Context: an optimization exercise on an open-source flow, tuned for small area and a short achievable clock period. The choices shown serve that exercise and are no tape-out recipe.
At most, simulation tests tie the RTL to the original design; equivalence was not proved.
The clock port is modelled as an ideal driver; clocking choices that lean on that would not hold on a real chip.
No activity file was given, so power comes from the tool's default toggle rates.

Setup of wip/raven:
Design timing, start of the top module:
module timing (
    input clk,
    input [7:0] a,
    input [7:0] b,
    output [31:0] c
  );
Size: about 1400 cells after synthesis, about 100 flip-flops, about 49 I/O pins, roughly 11000 um^2 of cells after synthesis.
==> flow/config.mk <==
export PLATFORM = sky130hd
export DESIGN_NAME = timing
export DESIGN_NICKNAME = timing
export VERILOG_FILES = /design/flow/design.v
export SDC_FILE = /design/flow/constraint.sdc
export NUM_CORES = 4
export LEC_CHECK = 0
export CAP_MARGIN = 20
export CORE_MARGIN = 2
export CORE_UTILIZATION = 55
export CTS_BUF_LIST = sky130_fd_sc_hd__clkbuf_4 sky130_fd_sc_hd__clkbuf_8
export SETUP_SLACK_MARGIN = 5
export SLEW_MARGIN = 20
export SYNTH_HIERARCHICAL = 1
export TNS_END_PERCENT = 0
==> flow/constraint.sdc <==
create_clock -name core_clock -period 8.5 [get_ports {clk}]
set_input_delay 1.7000 -clock core_clock [delete_from_list [all_inputs] [get_ports {clk}]]
set_output_delay 1.7000 -clock core_clock [all_outputs]
set_load 0.01 [all_outputs]
standard.sh (not shown) runs the stock make flow with config.mk's settings and CLKGATE_MAP_FILE= SYNTH_SCRIPT=/design/flow/synth_recipe.tcl, a recipe that flattens the netlist after the stock synthesis.
==> flow/flow/run.sh <==
#!/bin/bash
# The standard layout (the standard.sh, unchanged) with two additions:
#  - the port buffers that ORFS's buffer_ports inserts are plain buf_2 cells;
#  - after clock-tree synthesis, a second setup repair pass (flow/post_cts.tcl).
export BUFFER_PORTS_ARGS="-buffer_cell sky130_fd_sc_hd__buf_2"
export POST_CTS_TCL="$PWD/flow/post_cts.tcl"
bash standard.sh > standard.log 2>&1
==> flow/flow/post_cts.tcl <==
# Second setup-repair pass after CTS (same margin as the first), then re-legalize.
estimate_parasitics -placement
repair_timing -setup -setup_margin $::env(SETUP_SLACK_MARGIN) -repair_tns 0 -max_passes 200 -verbose
detailed_placement
check_placement -verbose
Inputs modified between wip/raven and wip/maple:
Settings: CORE_UTILIZATION: 55 -> 40; CTS_BUF_LIST: sky130_fd_sc_hd__clkbuf_4 sky130_fd_sc_hd__clkbuf_8 -> unset.
==> flow/flow/run.sh <==
#!/bin/bash
# The standard layout (the standard.sh, unchanged), with the port buffers that
# ORFS's buffer_ports inserts made plain buf_2 cells instead of its default pick.
export BUFFER_PORTS_ARGS="-buffer_cell sky130_fd_sc_hd__buf_2"

bash standard.sh > standard.log 2>&1
removed: flow/flow/post_cts.tcl
==> run notes <==
wip/maple ended with more required time of the worst setup path than wip/raven. Going from wip/raven to wip/maple, met2 usage in global routing -17 points; final-report setup violation count was more or less identical; leakage dissipation rose 1.4%; combinational power held. Taking wip/raven as the reference, in wip/maple post-layout total power picked up an extra 3.7%, cell count up 79. The last element of the critical path comes out x_q[7]$_DFF_P_ in one run and x_q[9]$_DFF_P_ in the other, namely in wip/raven and wip/maple respectively.
Edits applied to the flow inputs when going from wip/maple to wip/delta:
Settings: CORE_UTILIZATION: 40 -> 55; CTS_BUF_LIST: unset -> sky130_fd_sc_hd__clkbuf_4 sky130_fd_sc_hd__clkbuf_8; PLACE_DENSITY: unset -> 0.7.
Notes after the runs:
As of wip/delta, number of global-route vias before repair had risen by a few percent compared to wip/maple. As far as final count of negative-setup-slack endpoints goes, wip/maple and wip/delta are indistinguishable; the numbers are identical. Where sum of internal, switching and leakage power is concerned, wip/maple is outperformed by wip/delta. A worst-path cell with the longest stage delay of nor2_1 is what wip/delta shows, while a31oi_4 belongs to wip/maple. Changes observed in wip/delta relative to wip/maple: first-pass GRT wire length decreased 1.1%, hold slack decreased 0.0071 ns.

Setup of job 5174:
timing, a different RTL version from the one above (not shown whole).
For scale: about 100 flip-flops, about 9900 µm² of cells after synthesis.
Settings: LEC_CHECK=0, CAP_MARGIN=20, CORE_MARGIN=2, CORE_UTILIZATION=40, SETUP_SLACK_MARGIN=5, SLEW_MARGIN=20, SYNTH_HIERARCHICAL=1, TNS_END_PERCENT=0; clock period 8.5 ns.
run.sh (not shown) runs the stock make flow with config.mk's settings and CLKGATE_MAP_FILE= SYNTH_SCRIPT=/design/flow/synth_recipe.tcl, a recipe that flattens the netlist after the stock synthesis.
Stock flow here: none of the scripts above is used.
Inputs modified between job 5174 and job 3877:
==> flow/flow/run.sh (new file) <==
#!/bin/bash
# The standard layout (the standard.sh, unchanged), with the port buffers that
# ORFS's buffer_ports inserts made plain buf_2 cells instead of its default pick.
export BUFFER_PORTS_ARGS="-buffer_cell sky130_fd_sc_hd__buf_2"
cp standard.sh standard_copy.sh.txt
bash standard.sh > standard.log 2>&1
==> flow/standard.sh (new file) <==
#!/bin/bash
# synth_recipe.tcl (not shown) runs the flow's synth.tcl, then flattens the netlist and writes it again
# the make line also repeats each setting of config.mk as NAME=value (left out here)
make -C /OpenROAD-flow-scripts/flow DESIGN_CONFIG=/design/flow/config.mk WORK_HOME=/design/flow/orfs CLKGATE_MAP_FILE= SYNTH_SCRIPT=/design/flow/synth_recipe.tcl "${@:-finish}"
removed: flow/run.sh
==> comparison <==
| maximum vdd drop | job 3877 vs job 5174 | about 0.43% lower |
In job 3877 relative to job 5174, non-clock buffer count had gone down by more than a quarter.
When job 3877 is measured against job 5174, its power density over cell area turns out about 4% higher.
Summary: overall power, job 3877 better than job 5174
First-iteration DRC count: job 3877 and job 5174 compared, lower one is job 3877
Job 3877 vs job 5174 — sequential share of layout area rose 1.1 points.
Job 3877 -> job 5174: latest clock arrival within the worst-skew pair flat
The final reports for job 3877 and job 5174 show power of the combinational group lower in the former.
Summary of job 3877 over job 5174: post-route worst setup slack saw a decrease, count of standard-cell rows saw little to no change.
What job 1810 does differently from job 3877 at the input level:
# job 3877
export LEC_CHECK = 0
export CAP_MARGIN = 20
export CORE_MARGIN = 2
export CORE_UTILIZATION = 40
export SETUP_SLACK_MARGIN = 5
export SLEW_MARGIN = 20
export SYNTH_HIERARCHICAL = 1
export TNS_END_PERCENT = 0
create_clock -name core_clock -period 8.5 [get_ports {clk}]
# job 1810
export LEC_CHECK = 0
export CAP_MARGIN = 20
export CORE_MARGIN = 2
export CORE_UTILIZATION = 40
export CTS_BUF_LIST = sky130_fd_sc_hd__clkbuf_4 sky130_fd_sc_hd__clkbuf_8
export SETUP_SLACK_MARGIN = 5
export SLEW_MARGIN = 20
export SYNTH_HIERARCHICAL = 1
create_clock -name core_clock -period 8.5 [get_ports {clk}]
==> flow/run.sh (new file) <==
#!/bin/bash
# synth_recipe.tcl (not shown) runs the flow's synth.tcl, then flattens the netlist and writes it again
# the make line also repeats each setting of config.mk as NAME=value (left out here)
make -C /OpenROAD-flow-scripts/flow DESIGN_CONFIG=/design/flow/config.mk WORK_HOME=/design/flow/orfs CLKGATE_MAP_FILE= SYNTH_SCRIPT=/design/flow/synth_recipe.tcl finish
removed: flow/flow/run.sh
removed: flow/standard.sh
## What came out
Job 1810 packs its core more tightly than job 3877.
Job 3877 ended up with x_q[7] as its timing endpoint of the critical path; job 1810 ended up with y_q[9].
Between job 1810 and job 3877, it is job 1810 whose initial detailed-routing violation count is higher, by about 12%.
Relative to job 3877, buffering stage count on the worst path with inverters included has gone up in job 1810.
The lower overall via count from detail_route of job 3877 and job 1810 is in job 3877.
From job 3877 to job 1810 the numbers moved as follows: combined area of the multi-input logic cells grew by about 2.7%, layout net count now larger, setup slack at placement has decreased.
Job 1810 vs. job 3877: count of buffers inserted at the top-level ports stayed essentially flat; wire length rose by about 5%.
Changes in job 5645 relative to job 1810:
# job 1810
export LEC_CHECK = 0
export CAP_MARGIN = 20
export CORE_MARGIN = 2
export CORE_UTILIZATION = 40
export CTS_BUF_LIST = sky130_fd_sc_hd__clkbuf_4 sky130_fd_sc_hd__clkbuf_8
export SETUP_SLACK_MARGIN = 5
export SLEW_MARGIN = 20
export SYNTH_HIERARCHICAL = 1
create_clock -name core_clock -period 8.5 [get_ports {clk}]
# job 5645
export LEC_CHECK = 0
export CAP_MARGIN = 20
export CORE_MARGIN = 2
export CORE_UTILIZATION = 40
export SETUP_SLACK_MARGIN = 4.5
export SLEW_MARGIN = 20
export SYNTH_HIERARCHICAL = 1
export TNS_END_PERCENT = 0
create_clock -name core_clock -period 8.5 [get_ports {clk}]
[summary]
Job 5645 has completed all stages; timing, DRC and antenna checks passed. Total power: job 5645 below job 1810. Number of fill cells in the layout (job 5645 over job 1810): increase, 5.7%. Job 1810 → job 5645: clock power climbed about 36%; total non-filler cell area in the finished layout moved down; least setup slack across all paths after layout went down.
Function was not checked in any run of this note: the RTL went through the layout flow alone.

Setup of v2:
RTL: one of the versions met above, not the one the previous note started from.
Size in the first run: about 100 flip-flops, roughly 49 I/O pins, roughly 11000 sq um of cells after synthesis.
==> flow/config.mk <==
export PLATFORM = sky130hd
export DESIGN_NAME = timing
export DESIGN_NICKNAME = timing
export VERILOG_FILES = /design/flow/design.v
export SDC_FILE = /design/flow/constraint.sdc
export NUM_CORES = 4
export LEC_CHECK = 0
export CAP_MARGIN = 20
export CORE_MARGIN = 2
export CORE_UTILIZATION = 55
export CTS_BUF_LIST = sky130_fd_sc_hd__clkbuf_4 sky130_fd_sc_hd__clkbuf_8
export SETUP_SLACK_MARGIN = 5
export SLEW_MARGIN = 20
export SYNTH_HIERARCHICAL = 1
export TNS_END_PERCENT = 0
==> flow/constraint.sdc <==
create_clock -name core_clock -period 8.5 [get_ports {clk}]
set_input_delay 1.7000 -clock core_clock [delete_from_list [all_inputs] [get_ports {clk}]]
set_output_delay 1.7000 -clock core_clock [all_outputs]
set_load 0.01 [all_outputs]
standard.sh (not shown) runs the stock make flow with config.mk's settings and CLKGATE_MAP_FILE= SYNTH_SCRIPT=/design/flow/synth_recipe.tcl, a recipe that flattens the netlist after the stock synthesis.
==> flow/flow/run.sh <==
#!/bin/bash
# The standard layout (the standard.sh, unchanged), with the port buffers that
# ORFS's buffer_ports inserts made plain buf_2 cells instead of its default pick.
export BUFFER_PORTS_ARGS="-buffer_cell sky130_fd_sc_hd__buf_2"

bash standard.sh > standard.log 2>&1
For v56, these inputs were changed with respect to v2:
--- a/flow/config.mk
+++ b/flow/config.mk
@@ -11,2 +11,3 @@
 export CTS_BUF_LIST = sky130_fd_sc_hd__clkbuf_4 sky130_fd_sc_hd__clkbuf_8
+export GPL_ROUTABILITY_DRIVEN = 0
 export SETUP_SLACK_MARGIN = 5
--- outcome ---
v2 ended up with y_q[6] as its capture point of the critical path; v56 ended up with x_q[9]. Against v2, v56 comes in 5.6% lower on number of global-route vias before repair. Looking at total via count after detailed routing, v56 sits about 0.3% below v2. In terms of part of the power in combinational logic, v56 and v2 differ only marginally. Core utilization: v56 lower than v2. Compared with v2, in v56 routed length per placed instance -6.8%, minimum period implied by the final worst setup slack picked up an extra 0.10 ns, proportion of cell area occupied by registers ~0 delta, power has decreased.
Input-level comparison between v21 and v56:
--- a/flow/config.mk
+++ b/flow/config.mk
@@ -11,3 +11,3 @@
 export CTS_BUF_LIST = sky130_fd_sc_hd__clkbuf_4 sky130_fd_sc_hd__clkbuf_8
-export GPL_ROUTABILITY_DRIVEN = 0
+export GPL_TIMING_DRIVEN = 0
 export SETUP_SLACK_MARGIN = 5
--- outcome ---
- Across both runs, ratio of cells with drive above 1 in the final layout was higher for v21 than for v56.
- Side by side, post-cts gate resize count turned out lower in v21 than in v56.
- The final max-slew violation count of v56 and that of v21 are within noise of each other.
- Hold slack on v21 is up relative to v56.
- As of v21, wire length had risen by more than 10% compared to v56.
- v56 -> v21: overall power of the completed layout increased by a little under 10%
- On minimum period implied by the final worst setup slack, v21 does better than v56.
- Share of power burned in combinational logic ended up 4.2 points higher on v21 than on v56.
- Placed cell area grows by a little under 10% when moving from v56 to v21.

==> what the ideal ports hide <==
Ports are ideal in the flow. The routed layouts listed here were re-timed in OpenROAD. Step 1 assumes that a clkbuf_16 drives the clock port and a buf_2 every other input. Step 2 moves the port delays by t, midway between the first and last clock arrival at a register: inputs arrive t later, outputs are due t later. That takes back most of the time a late clock gives input paths. Three values: ideal ports, drivers, drivers and shift; two values: the first two.
| run | shift t [ns] | setup slack, ns | hold WS [ns] | slew at the worst register clock pin (ns) | worst slew at a driven data input, ns |
|---|---|---|---|---|---|
| wip/raven | 0.404 | 4.967 / 4.941 / 4.537 | 0.339 / 0.339 / 0.339 | 0.11 / 0.11 | 0.06 |
| wip/maple | 0.388 | 4.949 / 4.947 / 4.559 | 0.329 / 0.329 / 0.329 | 0.07 / 0.07 | 0.05 |
| wip/delta | 0.415 | 4.970 / 4.979 / 4.564 | 0.322 / 0.322 / 0.322 | 0.11 / 0.11 | 0.06 |
| job 5174 | 0.398 | 4.956 / 4.954 / 4.557 | 0.325 / 0.325 / 0.325 | 0.08 / 0.08 | 0.10 |
| job 3877 | 0.390 | 4.883 / 4.867 / 4.477 | 0.330 / 0.330 / 0.330 | 0.07 / 0.07 | 0.16 |
| job 1810 | 0.416 | 4.887 / 4.899 / 4.483 | 0.330 / 0.330 / 0.330 | 0.11 / 0.11 | 0.09 |
| job 5645 | 0.393 | 4.423 / 4.413 / 4.021 | 0.330 / 0.330 / 0.330 | 0.08 / 0.08 | 0.05 |
| v2 | 0.404 | 4.946 / 4.956 / 4.552 | 0.340 / 0.340 / 0.340 | 0.11 / 0.11 | 0.04 |
| v56 | 0.405 | 4.842 / 4.846 / 4.441 | 0.331 / 0.331 / 0.331 | 0.10 / 0.10 | 0.04 |
| v21 | 0.413 | 4.952 / 4.952 / 4.569 | 0.339 / 0.339 / 0.339 | 0.11 / 0.11 | 0.05 |
After both steps setup and hold are still met in every run listed. The setup slack of wip/raven, which loses most, moves by -0.026 ns with the drivers and by -0.430 ns with both steps.
